From an optimization exercise on the open Yosys and OpenROAD flow, aimed at small area; shortcuts taken in it are not production practice. Function was checked by simulation only, so behaviour that the tests miss may differ from the original. Power figures rest on the tool's default switching activity, not on a simulated workload.

<file path="flow/config.mk">
export PLATFORM = sky130hd
export DESIGN_NAME = SinCos_Calculation
export DESIGN_NICKNAME = SinCos_Calculation
export VERILOG_FILES = /design/flow/design.v
export SDC_FILE = /design/flow/constraint.sdc
export NUM_CORES = 4
export LEC_CHECK = 0
export CAP_MARGIN = 20
export CORE_MARGIN = 2
export CORE_UTILIZATION = 40
export SLEW_MARGIN = 20
</file>
<file path="flow/run.sh">
#!/bin/bash
# synth_recipe.tcl (not shown) runs the flow's synth.tcl, then flattens the netlist and writes it again
# the make line also repeats each setting of config.mk as NAME=value (left out here)
make -C /OpenROAD-flow-scripts/flow DESIGN_CONFIG=/design/flow/config.mk WORK_HOME=/design/flow/orfs CLKGATE_MAP_FILE= SYNTH_SCRIPT=/design/flow/synth_recipe.tcl finish
</file>
<file path="flow/constraint.sdc">
create_clock -name core_clock -period 10.0 [get_ports {clk}]
set_input_delay 2.0000 -clock core_clock [delete_from_list [all_inputs] [get_ports {clk}]]
set_output_delay 2.0000 -clock core_clock [all_outputs]
set_load 0.01 [all_outputs]
</file>
<file path="flow/design.v">
`timescale 1ns / 1ps
`timescale 1ns / 1ps
 `timescale 1ns / 1ps
module SINCOS_TAB(
    input wire sys_clk,
    input wire rst_n,
    input wire [8-1 : 0] addr_sin,
    input wire [8-1 : 0] addr_cos,
    output wire [16-1 :0] data_sin,
    output wire [16-1 :0] data_cos
    );
    reg [8-1:0] reg_temp_sin;
    reg [8-1:0] reg_temp_cos;
    function [16-1:0] rom_tab;
        input [8-1:0] addr;
        begin
        case (addr)
            8'd0: rom_tab = 16'd101;
            8'd1: rom_tab = 16'd302;
            8'd2: rom_tab = 16'd503;
            8'd3: rom_tab = 16'd704;
            8'd4: rom_tab = 16'd905;
            8'd5: rom_tab = 16'd1106;
            8'd6: rom_tab = 16'd1307;
            8'd7: rom_tab = 16'd1507;
            8'd8: rom_tab = 16'd1708;
            8'd9: rom_tab = 16'd1909;
            8'd10: rom_tab = 16'd2110;
            8'd11: rom_tab = 16'd2310;
            8'd12: rom_tab = 16'd2511;
            8'd13: rom_tab = 16'd2711;
            8'd14: rom_tab = 16'd2911;
            8'd15: rom_tab = 16'd3112;
            8'd16: rom_tab = 16'd3312;
            8'd17: rom_tab = 16'd3512;
            8'd18: rom_tab = 16'd3712;
            8'd19: rom_tab = 16'd3911;
            8'd20: rom_tab = 16'd4111;
            8'd21: rom_tab = 16'd4310;
            8'd22: rom_tab = 16'd4509;
            8'd23: rom_tab = 16'd4708;
            8'd24: rom_tab = 16'd4907;
            8'd25: rom_tab = 16'd5106;
            8'd26: rom_tab = 16'd5305;
            8'd27: rom_tab = 16'd5503;
            8'd28: rom_tab = 16'd5701;
            8'd29: rom_tab = 16'd5899;
            8'd30: rom_tab = 16'd6096;
            8'd31: rom_tab = 16'd6294;
            8'd32: rom_tab = 16'd6491;
            8'd33: rom_tab = 16'd6688;
            8'd34: rom_tab = 16'd6885;
            8'd35: rom_tab = 16'd7081;
            8'd36: rom_tab = 16'd7277;
            8'd37: rom_tab = 16'd7473;
            8'd38: rom_tab = 16'd7669;
            8'd39: rom_tab = 16'd7864;
            8'd40: rom_tab = 16'd8059;
            8'd41: rom_tab = 16'd8254;
            8'd42: rom_tab = 16'd8448;
            8'd43: rom_tab = 16'd8642;
            8'd44: rom_tab = 16'd8836;
            8'd45: rom_tab = 16'd9030;
            8'd46: rom_tab = 16'd9223;
            8'd47: rom_tab = 16'd9416;
            8'd48: rom_tab = 16'd9608;
            8'd49: rom_tab = 16'd9800;
            8'd50: rom_tab = 16'd9992;
            8'd51: rom_tab = 16'd10183;
            8'd52: rom_tab = 16'd10374;
            8'd53: rom_tab = 16'd10564;
            8'd54: rom_tab = 16'd10754;
            8'd55: rom_tab = 16'd10944;
            8'd56: rom_tab = 16'd11133;
            8'd57: rom_tab = 16'd11322;
            8'd58: rom_tab = 16'd11511;
            8'd59: rom_tab = 16'd11699;
            8'd60: rom_tab = 16'd11886;
            8'd61: rom_tab = 16'd12074;
            8'd62: rom_tab = 16'd12260;
            8'd63: rom_tab = 16'd12446;
            8'd64: rom_tab = 16'd12632;
            8'd65: rom_tab = 16'd12817;
            8'd66: rom_tab = 16'd13002;
            8'd67: rom_tab = 16'd13187;
            8'd68: rom_tab = 16'd13370;
            8'd69: rom_tab = 16'd13554;
            8'd70: rom_tab = 16'd13736;
            8'd71: rom_tab = 16'd13919;
            8'd72: rom_tab = 16'd14101;
            8'd73: rom_tab = 16'd14282;
            8'd74: rom_tab = 16'd14462;
            8'd75: rom_tab = 16'd14643;
            8'd76: rom_tab = 16'd14822;
            8'd77: rom_tab = 16'd15001;
            8'd78: rom_tab = 16'd15180;
            8'd79: rom_tab = 16'd15358;
            8'd80: rom_tab = 16'd15535;
            8'd81: rom_tab = 16'd15712;
            8'd82: rom_tab = 16'd15888;
            8'd83: rom_tab = 16'd16063;
            8'd84: rom_tab = 16'd16238;
            8'd85: rom_tab = 16'd16413;
            8'd86: rom_tab = 16'd16586;
            8'd87: rom_tab = 16'd16759;
            8'd88: rom_tab = 16'd16932;
            8'd89: rom_tab = 16'd17104;
            8'd90: rom_tab = 16'd17275;
            8'd91: rom_tab = 16'd17445;
            8'd92: rom_tab = 16'd17615;
            8'd93: rom_tab = 16'd17784;
            8'd94: rom_tab = 16'd17953;
            8'd95: rom_tab = 16'd18121;
            8'd96: rom_tab = 16'd18288;
            8'd97: rom_tab = 16'd18454;
            8'd98: rom_tab = 16'd18620;
            8'd99: rom_tab = 16'd18785;
            8'd100: rom_tab = 16'd18950;
            8'd101: rom_tab = 16'd19113;
            8'd102: rom_tab = 16'd19276;
            8'd103: rom_tab = 16'd19438;
            8'd104: rom_tab = 16'd19600;
            8'd105: rom_tab = 16'd19761;
            8'd106: rom_tab = 16'd19921;
            8'd107: rom_tab = 16'd20080;
            8'd108: rom_tab = 16'd20238;
            8'd109: rom_tab = 16'd20396;
            8'd110: rom_tab = 16'd20553;
            8'd111: rom_tab = 16'd20709;
            8'd112: rom_tab = 16'd20865;
            8'd113: rom_tab = 16'd21019;
            8'd114: rom_tab = 16'd21173;
            8'd115: rom_tab = 16'd21326;
            8'd116: rom_tab = 16'd21479;
            8'd117: rom_tab = 16'd21630;
            8'd118: rom_tab = 16'd21781;
            8'd119: rom_tab = 16'd21930;
            8'd120: rom_tab = 16'd22079;
            8'd121: rom_tab = 16'd22227;
            8'd122: rom_tab = 16'd22375;
            8'd123: rom_tab = 16'd22521;
            8'd124: rom_tab = 16'd22667;
            8'd125: rom_tab = 16'd22812;
            8'd126: rom_tab = 16'd22956;
            8'd127: rom_tab = 16'd23099;
            8'd128: rom_tab = 16'd23241;
            8'd129: rom_tab = 16'd23382;
            8'd130: rom_tab = 16'd23522;
            8'd131: rom_tab = 16'd23662;
            8'd132: rom_tab = 16'd23801;
            8'd133: rom_tab = 16'd23938;
            8'd134: rom_tab = 16'd24075;
            8'd135: rom_tab = 16'd24211;
            8'd136: rom_tab = 16'd24346;
            8'd137: rom_tab = 16'd24480;
            8'd138: rom_tab = 16'd24613;
            8'd139: rom_tab = 16'd24746;
            8'd140: rom_tab = 16'd24877;
            8'd141: rom_tab = 16'd25007;
            8'd142: rom_tab = 16'd25137;
            8'd143: rom_tab = 16'd25265;
            8'd144: rom_tab = 16'd25393;
            8'd145: rom_tab = 16'd25519;
            8'd146: rom_tab = 16'd25645;
            8'd147: rom_tab = 16'd25770;
            8'd148: rom_tab = 16'd25893;
            8'd149: rom_tab = 16'd26016;
            8'd150: rom_tab = 16'd26138;
            8'd151: rom_tab = 16'd26259;
            8'd152: rom_tab = 16'd26378;
            8'd153: rom_tab = 16'd26497;
            8'd154: rom_tab = 16'd26615;
            8'd155: rom_tab = 16'd26732;
            8'd156: rom_tab = 16'd26848;
            8'd157: rom_tab = 16'd26962;
            8'd158: rom_tab = 16'd27076;
            8'd159: rom_tab = 16'd27189;
            8'd160: rom_tab = 16'd27300;
            8'd161: rom_tab = 16'd27411;
            8'd162: rom_tab = 16'd27521;
            8'd163: rom_tab = 16'd27629;
            8'd164: rom_tab = 16'd27737;
            8'd165: rom_tab = 16'd27843;
            8'd166: rom_tab = 16'd27949;
            8'd167: rom_tab = 16'd28053;
            8'd168: rom_tab = 16'd28157;
            8'd169: rom_tab = 16'd28259;
            8'd170: rom_tab = 16'd28360;
            8'd171: rom_tab = 16'd28460;
            8'd172: rom_tab = 16'd28560;
            8'd173: rom_tab = 16'd28658;
            8'd174: rom_tab = 16'd28755;
            8'd175: rom_tab = 16'd28850;
            8'd176: rom_tab = 16'd28945;
            8'd177: rom_tab = 16'd29039;
            8'd178: rom_tab = 16'd29131;
            8'd179: rom_tab = 16'd29223;
            8'd180: rom_tab = 16'd29313;
            8'd181: rom_tab = 16'd29403;
            8'd182: rom_tab = 16'd29491;
            8'd183: rom_tab = 16'd29578;
            8'd184: rom_tab = 16'd29664;
            8'd185: rom_tab = 16'd29749;
            8'd186: rom_tab = 16'd29832;
            8'd187: rom_tab = 16'd29915;
            8'd188: rom_tab = 16'd29997;
            8'd189: rom_tab = 16'd30077;
            8'd190: rom_tab = 16'd30156;
            8'd191: rom_tab = 16'd30234;
            8'd192: rom_tab = 16'd30311;
            8'd193: rom_tab = 16'd30387;
            8'd194: rom_tab = 16'd30462;
            8'd195: rom_tab = 16'd30535;
            8'd196: rom_tab = 16'd30607;
            8'd197: rom_tab = 16'd30679;
            8'd198: rom_tab = 16'd30749;
            8'd199: rom_tab = 16'd30818;
            8'd200: rom_tab = 16'd30885;
            8'd201: rom_tab = 16'd30952;
            8'd202: rom_tab = 16'd31017;
            8'd203: rom_tab = 16'd31082;
            8'd204: rom_tab = 16'd31145;
            8'd205: rom_tab = 16'd31206;
            8'd206: rom_tab = 16'd31267;
            8'd207: rom_tab = 16'd31327;
            8'd208: rom_tab = 16'd31385;
            8'd209: rom_tab = 16'd31442;
            8'd210: rom_tab = 16'd31498;
            8'd211: rom_tab = 16'd31553;
            8'd212: rom_tab = 16'd31607;
            8'd213: rom_tab = 16'd31659;
            8'd214: rom_tab = 16'd31710;
            8'd215: rom_tab = 16'd31760;
            8'd216: rom_tab = 16'd31809;
            8'd217: rom_tab = 16'd31857;
            8'd218: rom_tab = 16'd31903;
            8'd219: rom_tab = 16'd31949;
            8'd220: rom_tab = 16'd31993;
            8'd221: rom_tab = 16'd32036;
            8'd222: rom_tab = 16'd32077;
            8'd223: rom_tab = 16'd32118;
            8'd224: rom_tab = 16'd32157;
            8'd225: rom_tab = 16'd32195;
            8'd226: rom_tab = 16'd32232;
            8'd227: rom_tab = 16'd32267;
            8'd228: rom_tab = 16'd32302;
            8'd229: rom_tab = 16'd32335;
            8'd230: rom_tab = 16'd32367;
            8'd231: rom_tab = 16'd32397;
            8'd232: rom_tab = 16'd32427;
            8'd233: rom_tab = 16'd32455;
            8'd234: rom_tab = 16'd32482;
            8'd235: rom_tab = 16'd32508;
            8'd236: rom_tab = 16'd32533;
            8'd237: rom_tab = 16'd32556;
            8'd238: rom_tab = 16'd32578;
            8'd239: rom_tab = 16'd32599;
            8'd240: rom_tab = 16'd32619;
            8'd241: rom_tab = 16'd32637;
            8'd242: rom_tab = 16'd32655;
            8'd243: rom_tab = 16'd32671;
            8'd244: rom_tab = 16'd32685;
            8'd245: rom_tab = 16'd32699;
            8'd246: rom_tab = 16'd32711;
            8'd247: rom_tab = 16'd32722;
            8'd248: rom_tab = 16'd32732;
            8'd249: rom_tab = 16'd32741;
            8'd250: rom_tab = 16'd32748;
            8'd251: rom_tab = 16'd32755;
            8'd252: rom_tab = 16'd32759;
            8'd253: rom_tab = 16'd32763;
            8'd254: rom_tab = 16'd32766;
            8'd255: rom_tab = 16'd32767;
            default: rom_tab = 16'd0;
        endcase
        end
    endfunction
    always @(posedge sys_clk or negedge rst_n) begin
        if (~rst_n) begin
            reg_temp_sin <= 0;
            reg_temp_cos <= 0;
        end
        else  begin
            reg_temp_sin <= addr_sin;
            reg_temp_cos <= addr_cos;
        end
    end
    assign data_sin = rom_tab(reg_temp_sin);
    assign data_cos = rom_tab(reg_temp_cos);
endmodule
`timescale 1ns / 1ps
 `timescale 1ns / 1ps
module SinCos_Calculation(
        input wire clk,
        input wire rst_n,
        input wire [16-1 : 0] angle,
        output wire [16-1 : 0] sin,
        output wire [16-1 : 0] cos
    );
wire [16-1 : 0] wire_sin, wire_cos;
wire [8-1:0] addr_sin_in, addr_cos_in;
wire [6-1 : 0] lower_byte = angle[6-1 : 0];
wire [16-1 : 0] high_index = angle>>6;
wire [16-1 : 0] high_flag = (high_index) & 16'b0000_0011_0000_0000;
assign addr_sin_in = 
    ((high_flag[16-6-1]&&high_flag[16-6-1-1])
        ||(~high_flag[16-6-1]&&high_flag[16-6-1-1]))
    ?(  8'hff - high_index[8-1:0]  )
    :(  high_index[8-1:0]   );
assign addr_cos_in = 
    ((high_flag[16-6-1]&&high_flag[16-6-1-1])
        ||(~high_flag[16-6-1]&&high_flag[16-6-1-1]))
    ?(  high_index[8-1:0]  )
    :(  8'hff - high_index[8-1:0]   );
reg [1:0] reg_flag;
always @(posedge clk or negedge rst_n) begin
    if (~rst_n)
        reg_flag <= 2'b00;
    else
        reg_flag <= {high_flag[16-6-1], high_flag[16-6-1-1]};
end
SINCOS_TAB  my_math_tab(
    .sys_clk(clk),
    .rst_n(rst_n),
    .addr_sin(addr_sin_in),
    .addr_cos(addr_cos_in),
    .data_sin(wire_sin),
    .data_cos(wire_cos)
    );
assign sin =
((~reg_flag[1] && ~reg_flag[0])
        || (~reg_flag[1] && reg_flag[0]))
    ?(  wire_sin  )
    :(  -wire_sin  );
assign cos = 
((~reg_flag[1] && ~reg_flag[0])
        || (reg_flag[1] && reg_flag[0]))
    ?(  wire_cos  )
    :(  -wire_cos  );
endmodule
</file>
==> results_tabular.tex <==
\begin{tabular}{lr}
\hline
Metric & Value \\
\hline
\multicolumn{2}{l}{\textbf{Outcome}} \\
\quad Outcome & timing/DRC/antenna clean \\
\multicolumn{2}{l}{\textbf{CTS}} \\
\quad Post-cts resize count & 0 \\
\quad CTS H-Tree Depth & 1 \\
\quad Hold bufs inserted after CTS & 0 \\
\quad Number of buffers on the longest clock path & 2 \\
\quad Clk sinks & 18 \\
\quad Total CTS buffers & 3 \\
\quad Count of buffers added by post-CTS timing repair for setup & 0 \\
\quad Clock edge transition at the registers on the reported setup and hold paths & 50 ps \\
\quad CTS Root Buffer Type & sky130\_fd\_sc\_hd\_\_clkbuf\_16 \\
\quad Clock tree from TritonCTS & built \\
\multicolumn{2}{l}{\textbf{Critical path}} \\
\quad Category of the worst setup path launch point & flop \\
\quad Required time of the critical path & 8000 ps \\
\quad Critical path start-end classification & flop to primary output \\
\quad Data arrival, critical path & 5730 ps \\
\quad Setup crit end kind & primary output \\
\quad Worst Path Max Fanout & 18 \\
\multicolumn{2}{l}{\textbf{Drt}} \\
\quad Vias/cell & 7.638 \\
\quad DRC violations left & 0 \\
\quad Detailed-route wire length per cell & 30.68 um \\
\quad Total Routed Length & 55.42 mm \\
\quad Violation count after the first detailed-routing iteration & 3113 \\
\quad Number of nets with antenna violations after detailed routing & 0 \\
\quad Vias after detailed routing & 13800 \\
\quad Length of the first detailed-routing pass in iterations & 9 \\
\multicolumn{2}{l}{\textbf{Timing}} \\
\quad RSZ-0062 raised after global routing & false \\
\quad Number of setup violations in the final report & 0 \\
\quad Setup TNS & 0 ps \\
\quad Final hold viol count & 0 \\
\quad Max\_slew headroom & 0.1589 \\
\quad Final critical delay including setup and external delays & 7732 ps \\
\quad Number of max-slew violations in the final report & 0 \\
\quad Share of the clock period used by the worst path & 0.7732 \\
\quad Timing-limited maximum frequency & 129.3 MHz \\
\quad Worst Tran Pin Value & 1230 ps \\
\quad Min setup slack post-route & 2268 ps \\
\multicolumn{2}{l}{\textbf{Die}} \\
\quad Initial Util & 0.4087 \\
\quad Die width & 164.9 um \\
\quad Die Y & 164.9 um \\
\quad Full die area & 27180 sq um \\
\quad Number of I/O pins & 50 \\
\quad Core area & 25330 sq um \\
\quad Number of rows created at floorplan & 58 \\
\multicolumn{2}{l}{\textbf{Placed design}} \\
\quad HPWL Detailed & 37.94 mm \\
\quad Count of input and output buffers & 43 \\
\quad Pre-CTS worst setup slack & 2891 ps \\
\quad Placed insts & 1802 \\
\quad Final weighted congestion in routability-driven placement & 1.074 \\
\multicolumn{2}{l}{\textbf{Synth}} \\
\quad Share of synthesized area occupied by flip-flops and latches & 0.04352 \\
\quad Syn avg cell area & 6.551 sq um \\
\quad Number of distinct library cell variants in the gate-level netlist after synthesis & 95 \\
\quad FFs w/ async S/R, synth & 1.000 \\
\quad \#FFs+latches synth & 18 \\
\quad Number of warnings issued by yosys & 2 \\
\quad Net count after synthesis & 1634 \\
\quad Post-synth EDFFs & 0 \\
\quad Most used flip-flop cell after synthesis & sky130\_fd\_sc\_hd\_\_dfrtp\_1 \\
\quad Post-Syn Area & 10350 sq um \\
\quad Gate count after technology mapping & 1580 \\
\multicolumn{2}{l}{\textbf{Layout}} \\
\quad Non-filler instance count after layout & 1806 \\
\quad Area delta synth->final & 2.152\% \\
\quad Proportion of layout cells with a drive suffix above 1 & 0.06978 \\
\quad Layout net count & 1531 \\
\quad Antenna diodes & 0 \\
\multicolumn{2}{l}{\textbf{Power}} \\
\quad Relative contribution of sequential cells to total power & 0.087 \\
\quad Worst ir drop on vdd & 0.1262 mV \\
\quad Cell Int Power & 565.8 uW \\
\quad Logic pwr share & 0.853 \\
\quad Total power per unit cell area & 136.4 nW/um\^{}2 \\
\quad Total net switching power & 876.3 uW \\
\quad Clk pwr share & 0.061 \\
\quad LEAKAGE & 0.003574 uW \\
\quad Net switching share of the total power & 0.6076 \\
\multicolumn{2}{l}{\textbf{GRT}} \\
\quad Met1 track demand over resource & 0.5739 \\
\quad Overflow left after global routing & 0 \\
\quad GR met3 Demand/Resource & 0.1750 \\
\quad Overall routing resource usage & 0.3949 \\
\quad Initial antenna violation count & 0 \\
\quad Wire length of the first global-routing pass & 80.85 mm \\
\quad Layer carrying the most global-route usage & met1 \\
\quad Number of global-route vias before repair & 12100 \\
\quad Met2 capacity usage during global routing & 0.5226 \\
\quad Pin count of the biggest net entering global routing & 98 \\
\multicolumn{2}{l}{\textbf{Run}} \\
\quad Number of maximum-capacitance constraint violations & 0 \\
\multicolumn{2}{l}{\textbf{Worst hold path}} \\
\quad Type of the most critical hold path & input pin to flop \\
\hline
\end{tabular}
==> metal layers <==
layer / vias to the layer above / routed length, um / share of wire
met5: - / 0 / 0
li1: 5804 / - / -
met4: 0 / 2094 / 0.038
met2: 1368 / 20770 / 0.37
met1: 6387 / 22530 / 0.41
met3: 236 / 10020 / 0.18
==> through the flow <==
step	hold WS, ps	util	instance area (sq um)	total power (uW)
detailed placement	2462	0.4138	10480	1275
global route	2210	0.4175	10570	1496
CTS	2197	0.4173	10570	1367
floorplan	1704	-	10350	885.2
global placement	2449	0.4138	10480	1288
finish	2195	0.4175	10570	1442
==> layout by cell type, fill, tap and decap left out, types with 30 or more instances in the layout <==
cell                              synthesis  layout
sky130_fd_sc_hd__a21oi_1                129     129
sky130_fd_sc_hd__nand2_1                118     118
sky130_fd_sc_hd__nand2b_1                73      73
sky130_fd_sc_hd__clkdlybuf4s50_1          0      43
sky130_fd_sc_hd__a311oi_1                41      41
sky130_fd_sc_hd__nor2_1                 110     110
sky130_fd_sc_hd__buf_4                   27      36
sky130_fd_sc_hd__nor3_1                  63      63
sky130_fd_sc_hd__and2_1                  30      30
sky130_fd_sc_hd__nand3_1                 41      41
sky130_fd_sc_hd__nor2b_1                 64      64
sky130_fd_sc_hd__inv_1                   34      34
sky130_fd_sc_hd__a31oi_1                 30      30
sky130_fd_sc_hd__o21ai_0                130     130
sky130_fd_sc_hd__ha_1                    36      36
==> worst max-delay path: stages (launching register included) <==
cell                              delay (ps)
sky130_fd_sc_hd__dfrtp_1                 630
sky130_fd_sc_hd__inv_1                   290
sky130_fd_sc_hd__ha_1                    870
sky130_fd_sc_hd__nand2_1                 540
sky130_fd_sc_hd__o2111a_1                400
sky130_fd_sc_hd__a2111oi_0               960
sky130_fd_sc_hd__nand3_1                 270
sky130_fd_sc_hd__ha_1                    300
sky130_fd_sc_hd__inv_1                    60
sky130_fd_sc_hd__and4bb_1                220
sky130_fd_sc_hd__a31oi_1                 210
sky130_fd_sc_hd__xor2_1                  170
sky130_fd_sc_hd__clkdlybuf4s50_1         550
==> cells by family after synthesis <==
family,synth area share
buf+inv,0.1130
xor+xnor,0.03542
flops,0.04351
mux,0.02635
compound gates,0.4272
simple gates,0.3110
fa+ha+maj,0.04351
==> layout make-up <==
| class | instances | area, sq um |
|---|---|---|
| clock buffers | 4 | 88.84 |
| fillers | 2696 | 14750 |
| inverters | 39 | 146.4 |
| multi-input cells | 1335 | 8736 |
| flip-flops and latches | 18 | 469.2 |
| well taps | 330 | 412.9 |
| repair buffers | 80 | 720.7 |
==> worst paths after layout <==
| path | start | endpoint | slack (ps) | cells past startpoint |
|---|---|---|---|---|
| setup / recovery | my_math_tab.reg_temp_sin[1] | sin[14] | 2270 | 12 |
| hold / removal | angle[15] | reg_flag[1] | 2190 | 1 |
| min in group asynchronous | rst_n | my_math_tab.reg_temp_sin[3] | 2210 | 1 |
| max in group asynchronous | rst_n | my_math_tab.reg_temp_cos[3] | 7230 | 1 |
==> cell usage after synthesis (8+ instances only) <==
library cell,instances,area [sq um]
sky130_fd_sc_hd__a2111oi_0,15,131.4
sky130_fd_sc_hd__nor3_1,63,315.3
sky130_fd_sc_hd__o311a_1,11,110.1
sky130_fd_sc_hd__buf_6,17,191.4
sky130_fd_sc_hd__nand2b_1,73,456.7
sky130_fd_sc_hd__xor2_1,25,219.0
sky130_fd_sc_hd__o221ai_1,14,122.6
sky130_fd_sc_hd__o21ai_0,130,650.6
sky130_fd_sc_hd__o32ai_1,13,113.9
sky130_fd_sc_hd__and3_1,8,50.05
sky130_fd_sc_hd__xnor2_1,15,131.4
sky130_fd_sc_hd__nor4_1,9,56.30
sky130_fd_sc_hd__o2111ai_1,8,70.07
sky130_fd_sc_hd__a221oi_1,15,131.4
sky130_fd_sc_hd__o211ai_1,29,217.7
sky130_fd_sc_hd__a311oi_1,41,359.1
sky130_fd_sc_hd__nand3_1,41,205.2
sky130_fd_sc_hd__mux4_2,8,180.2
sky130_fd_sc_hd__a211oi_1,29,217.7
sky130_fd_sc_hd__o22ai_1,21,131.4
sky130_fd_sc_hd__nor2b_1,64,400.4
sky130_fd_sc_hd__nand3b_1,10,75.07
sky130_fd_sc_hd__buf_4,27,202.7
sky130_fd_sc_hd__nor2_1,110,412.9
sky130_fd_sc_hd__clkbuf_1,66,247.7
sky130_fd_sc_hd__a21o_1,8,60.06
sky130_fd_sc_hd__nand4_1,10,62.56
sky130_fd_sc_hd__or2_2,16,100.1
sky130_fd_sc_hd__and2_1,30,187.7
sky130_fd_sc_hd__inv_1,34,127.6
sky130_fd_sc_hd__nor3b_1,9,67.56
sky130_fd_sc_hd__ha_1,36,450.4
sky130_fd_sc_hd__nand2_1,118,442.9
sky130_fd_sc_hd__buf_2,70,350.3
sky130_fd_sc_hd__a31oi_1,30,187.7
sky130_fd_sc_hd__a32oi_1,9,78.83
sky130_fd_sc_hd__a21oi_1,129,645.6
sky130_fd_sc_hd__a311o_1,9,90.09
sky130_fd_sc_hd__dfrtp_1,18,450.4
sky130_fd_sc_hd__o31ai_1,20,150.1
sky130_fd_sc_hd__o311ai_0,26,227.7
sky130_fd_sc_hd__or3_1,9,56.30
==> registers in the layout (all words and copies together) (netlist names) <==
signal,cells
my_math_tab.reg_temp_cos,8
reg_flag,2
my_math_tab.reg_temp_sin,8
==> power groups by stage <==
stage	clock [uW]	sequential, uW	combinational, uW
floorplan	0	89.3	796
global placement	0	124	1160
detailed placement	0	124	1150
CTS	88.9	123	1160
global route	91.7	129	1280
finish	87.4	125	1230

[what the ideal ports hide]
The flow's constraints put no driver on any port. The routed layout listed below was extracted and timed again, unchanged, in two steps. Step 1 sets driving cells, clkbuf_16 on the clock port and buf_2 on the other inputs (assumed; they add their load-dependent delay and slew). Step 2 adds t to the input delays and takes it off the output delays; t is the mean of the earliest and latest rising clock arrival at the registers after step 1. Input paths then give back, and output paths get back, about the clock's delay inside the block. Slacks: ideal ports / drivers / drivers and shift; pairs: ideal ports / drivers.
t (ns): 0.273
slack for setup (ns): 2.268 / 2.244 / 2.516
worst setup path after step 2: register to output
latest minus earliest clock arrival (ns): 0.002 / 0.001
worst data-port slew with drivers (ns): 0.03
After both steps this run still meets setup and hold. The setup slack of this run moves by -0.024 ns with the drivers and by +0.248 ns with both steps.
